From an optimization exercise on the open Yosys and OpenROAD flow, aimed at small area; shortcuts taken in it are not production practice.
In this exercise RTL edits were held to simulation tests only and were not proved equivalent to the original.

the previous run:
// adc16_top
module adc16_top(
 	input                  CLK,
    input                  RESET_n,
	input                  RX1,
	output                 TX1,
    input   wire           CLKOUT_U10_n,
    input   wire           CLKOUT_U11_n,
    input   wire           CLKOUT_U12_n,
    input   wire           CLKOUT_U13_n,
    input   wire           CLKOUT_U14_n,
    input   wire           CLKOUT_U15_n,
    input   wire           CLKOUT_U16_n,
    input   wire           CLKOUT_U17_n,
    input   wire           CLKOUT_U18_n,
    input   wire           CLKOUT_U19_n,
    input   wire           CLKOUT_U20_n,
    input   wire           CLKOUT_U21_n,
    input   wire           CLKOUT_U22_n,
    input   wire           CLKOUT_U23_n,
    input   wire           CLKOUT_U24_n,
    input   wire           CLKOUT_U25_n,
    input   wire           CLKOUT_U10_p,
    input   wire           CLKOUT_U11_p,
    input   wire           CLKOUT_U12_p,
    input   wire           CLKOUT_U13_p,
    input   wire           CLKOUT_U14_p,
    input   wire           CLKOUT_U15_p,
    input   wire           CLKOUT_U16_p,
    input   wire           CLKOUT_U17_p,
    input   wire           CLKOUT_U18_p,
    input   wire           CLKOUT_U19_p,
    input   wire           CLKOUT_U20_p,
    input   wire           CLKOUT_U21_p,
    input   wire           CLKOUT_U22_p,
    input   wire           CLKOUT_U23_p,
    input   wire           CLKOUT_U24_p,
    input   wire           CLKOUT_U25_p,
    input   wire  [15:0]   DATA_IN_U10,
    input   wire  [15:0]   DATA_IN_U11,
    input   wire  [15:0]   DATA_IN_U12,
    input   wire  [15:0]   DATA_IN_U13,
    input   wire  [15:0]   DATA_IN_U14,
    input   wire  [15:0]   DATA_IN_U15,
    input   wire  [15:0]   DATA_IN_U16,
    input   wire  [15:0]   DATA_IN_U17,
    input   wire  [15:0]   DATA_IN_U18,
    input   wire  [15:0]   DATA_IN_U19,
    input   wire  [15:0]   DATA_IN_U20,
    input   wire  [15:0]   DATA_IN_U21,
    input   wire  [15:0]   DATA_IN_U22,
    input   wire  [15:0]   DATA_IN_U23,
    input   wire  [15:0]   DATA_IN_U24,
  ...
==> module DATA_TRANS, before the edit <==
module DATA_TRANS(
    input   wire               CLK_50M,
    input   wire               RESET_n,
    input   wire   [15:0]      DATA_IN_U10,
    input   wire   [15:0]      DATA_IN_U11,
    input   wire   [15:0]      DATA_IN_U12,
    input   wire   [15:0]      DATA_IN_U13,
    input   wire   [15:0]      DATA_IN_U14,
    input   wire   [15:0]      DATA_IN_U15,
    input   wire   [15:0]      DATA_IN_U16,
    input   wire   [15:0]      DATA_IN_U17,
    input   wire   [15:0]      DATA_IN_U18,
    input   wire   [15:0]      DATA_IN_U19,
    input   wire   [15:0]      DATA_IN_U20,
    input   wire   [15:0]      DATA_IN_U21,
    input   wire   [15:0]      DATA_IN_U22,
    input   wire   [15:0]      DATA_IN_U23,
    input   wire   [15:0]      DATA_IN_U24,
    input   wire   [15:0]      DATA_IN_U25,
    input   wire               RX,
    output  wire               TX
    );
    localparam S_START = 3'd0,   
               S_WAIT  = 3'd1,   
               S_NEXT  = 3'd2,   
               S_SET   = 3'd3,
               S_REQ   = 3'd4,
               S_BUSY  = 3'd5,   
               S_POST  = 3'd6;   
    wire            [255:0]    DATA_IN = {DATA_IN_U25, DATA_IN_U24, DATA_IN_U23, DATA_IN_U22, DATA_IN_U21, DATA_IN_U20, DATA_IN_U19, DATA_IN_U18, DATA_IN_U17, DATA_IN_U16, DATA_IN_U15, DATA_IN_U14, DATA_IN_U13, DATA_IN_U12, DATA_IN_U11, DATA_IN_U10};
    reg             [255:0]    RING;
    reg             [ 3:0]     PHASE;
    reg                        NBIT;
    reg             [ 2:0]     STATE;
    reg             [ 5:0]     BYTE;       
    wire                       RX_FF;
    wire                       RX_00;
    wire            [ 3:0]     bitno;
    wire                       done;
    wire                       load = STATE == S_WAIT && RX_FF;
    wire            [15:0]     head;
    wire                       empty = STATE == S_WAIT || (BYTE[4:0] == 31 && bitno[3]);
    genvar c, j;
    generate
        for (c = 0; c < 16; c = c + 1) begin : g_ring
            for (j = 0; j < 16; j = j + 2) begin : g_st
                always @(posedge CLK_50M) begin
                    RING[16*c+j]   <= ~((load & DATA_IN[16*c+j]) | RING[16*c+j+1]);
                    RING[16*c+j+1] <= ~((!load | DATA_IN[16*c+j+1]) &
                                        (j == 14 ? (RING[16*c] | empty) : RING[16*c+j+2]));
                end
            end
            assign head[c] = RING[16*c];
        end
    endgenerate
    always @(posedge CLK_50M) begin
        if (load)
            PHASE <= 4'd0;
        else
            PHASE <= PHASE + 1'b1;
    end
    always @(posedge CLK_50M) begin
        if (PHASE == {BYTE[0], bitno[2:0]})
            NBIT <= head[BYTE[4:1]] ^ !PHASE[0];
    end
    always @(posedge CLK_50M) begin
        if (!RESET_n) begin
            STATE <= S_START;
        end else begin
            case (STATE)
                S_START: STATE <= S_WAIT;
                S_WAIT: begin
                    BYTE <= 0;
                    if (RX_FF)
                        STATE <= S_NEXT;
                end
                S_NEXT: begin
                    if (!BYTE[5])
                        STATE <= S_SET;
                    else if (RX_00)
                        STATE <= S_START;
                end
                S_SET:  STATE <= S_REQ;
                S_REQ:  STATE <= S_BUSY;
                S_BUSY: if (done) STATE <= S_POST;
                S_POST: begin
                    BYTE <= BYTE + 1'b1;
                    STATE <= BYTE[0] ? S_NEXT : S_SET;
                end
                default: STATE <= S_START;
            endcase
        end
    end
    UART_RX i2(
        .CLK        (CLK_50M),
        .RESET_n    (RESET_n),
        .RX         (RX),
        .RX_FF      (RX_FF),
        .RX_00      (RX_00)
    );
    uart_tx i1 (
        .clk        (CLK_50M),
        .reset_n    (RESET_n),
        .busy       (STATE == S_BUSY),
        .wbit       (NBIT),
        .bitno      (bitno),
        .done       (done),
        .TX         (TX)
    );
endmodule
clock: 20.0 ns
lec_check: 0
cap_margin: 0
core_margin: 2
core_utilization: 65
place_density: 0.75
slew_margin: 0
standard.sh (not shown) runs the stock make flow with config.mk's settings and CLKGATE_MAP_FILE= SYNTH_SCRIPT=/design/flow/synth_recipe.tcl, a recipe that flattens the netlist after the stock synthesis.
==> flow/flow/run.sh <==
#!/bin/bash
# The standard layout (standard.sh) with three changes:
#  - synthesis maps the combinational logic with an area-oriented ABC script;
#  - port buffers are sky130_fd_sc_hd__buf_1 instead of the default cell;
#  - clock-tree sinks are clustered into groups of up to 30, without dummy loads.
set -euo pipefail
W=$PWD
export CUSTOM_ABC_SCRIPT=$W/flow/abc_area.script
export FLOW_SYNTH_TCL=$W/synth_recipe.tcl
bash standard.sh \
  "SYNTH_SCRIPT=$W/flow/synth.tcl" \
  "BUFFER_PORTS_ARGS=-buffer_cell sky130_fd_sc_hd__buf_1" \
  "CTS_ARGS=-sink_clustering_enable -repair_clock_nets -sink_clustering_size 30 -sink_clustering_max_diameter 200 -dont_use_dummy_load" \
  finish > standard.log 2>&1
==> flow/flow/abc_area.script <==
strash
&get -n
&st
&syn2
&dch
&put
amap -m
==> flow/flow/synth.tcl <==
# The standard synthesis (synth_recipe.tcl), with Yosys's abc pass given
# an area-oriented ABC script (abc_area.script beside this file) in place of
# ORFS's speed script. Only the combinational mapping changes: the flip-flops
# are mapped by dfflibmap before abc runs, exactly as in the standard flow.
proc abc {args} {
  set i [lsearch -exact $args -script]
  if {$i >= 0} { lset args [expr {$i + 1}] $::env(CUSTOM_ABC_SCRIPT) }
  yosys abc {*}$args
}
source $::env(FLOW_SYNTH_TCL)
What the current run does differently from the previous run at the input level:
--- a/flow/design.v
+++ b/flow/design.v
@@ -247,14 +247,12 @@
     wire                       load = STATE == S_WAIT && RX_FF;
     wire            [15:0]     head;
-    wire                       empty = STATE == S_WAIT || (BYTE[4:0] == 31 && bitno[3]);
-    genvar c, j;
+    genvar c;
     generate
         for (c = 0; c < 16; c = c + 1) begin : g_ring
-            for (j = 0; j < 16; j = j + 2) begin : g_st
-                always @(posedge CLK_50M) begin
-                    RING[16*c+j]   <= ~((load & DATA_IN[16*c+j]) | RING[16*c+j+1]);
-                    RING[16*c+j+1] <= ~((!load | DATA_IN[16*c+j+1]) &
-                                        (j == 14 ? (RING[16*c] | empty) : RING[16*c+j+2]));
-                end
+            always @(posedge CLK_50M) begin
+                if (load)
+                    RING[16*c +: 16] <= DATA_IN[16*c +: 16];
+                else
+                    RING[16*c +: 16] <= {RING[16*c], RING[16*c+1 +: 15]};
             end
             assign head[c] = RING[16*c];
@@ -269,5 +267,5 @@
     always @(posedge CLK_50M) begin
         if (PHASE == {BYTE[0], bitno[2:0]})
-            NBIT <= head[BYTE[4:1]] ^ !PHASE[0];
+            NBIT <= head[BYTE[4:1]];
     end
     always @(posedge CLK_50M) begin
### Flow results
- Number of distinct library cell variants in the gate-level netlist after synthesis (the previous run / the current run): 0.938
- The current run: pre-CTS setup slack is 300 ps higher than what the previous run reported.
- Buffer count excluding the clock tree in the final layout, the current run vs the previous run: up slightly
- The final layouts of the previous run and the current run pass the timing, design-rule and antenna checks.
- The current run vs the previous run — global-route wire length before repair climbed by a few percent
- In the current run the first-pass detailed-route iteration total turned out 1 higher than in the previous run.
- Number of standard-cell rows in the floorplan: the current run vs the previous run up 2
- Looking at met1 demand-to-capacity share in global routing, the current run sits 2.7 points higher than the previous run does.
- Taking the previous run as the reference, in the current run maximum number of pins on one net before global-route repair up 75; register-to-register slack down 270 ps.
- Sort the previous run and the current run by number of diodes, descending, and the current run comes first.
- Diff the previous run -> the current run | multi-input combinational cell area | up by more than a quarter
- In the current run the area after synthesis turned out about 5.4% higher than in the previous run.
- Against the previous run, routed wire length in the current run came out worse.
- Number of fillers in the final layout | the current run above the previous run

static timing again, ports no longer ideal:
No port has a modelled driver above. Below, the same layouts with a new extraction and two added sets of constraints.
Step 1, drivers: a clkbuf_16 drives CLK and a buf_2 each remaining input, both assumed.
Step 2, shift: input delay + t, output delay - t, t = (earliest + latest rising clock arrival at the registers) / 2. This alone moves slack from input paths to output paths.
Three values: no drivers, after step 1, after step 2; two values: the first two.
| run | t (ns) | setup slack, ns | hold slack, ns | latest minus earliest clock arrival (ns) |
|---|---|---|---|---|
| the previous run | 0.578 | 14.439 / 14.467 / 13.889 | 0.316 / 0.316 / 0.316 | 0.063 / 0.064 |
| the current run | 0.570 | 14.710 / 14.669 / 14.163 | 0.389 / 0.389 / 0.389 | 0.064 / 0.064 |
After both steps every run listed still meets setup and hold. The setup slack of the previous run, which loses most, moves by +0.028 ns with the drivers and by -0.550 ns with both steps.
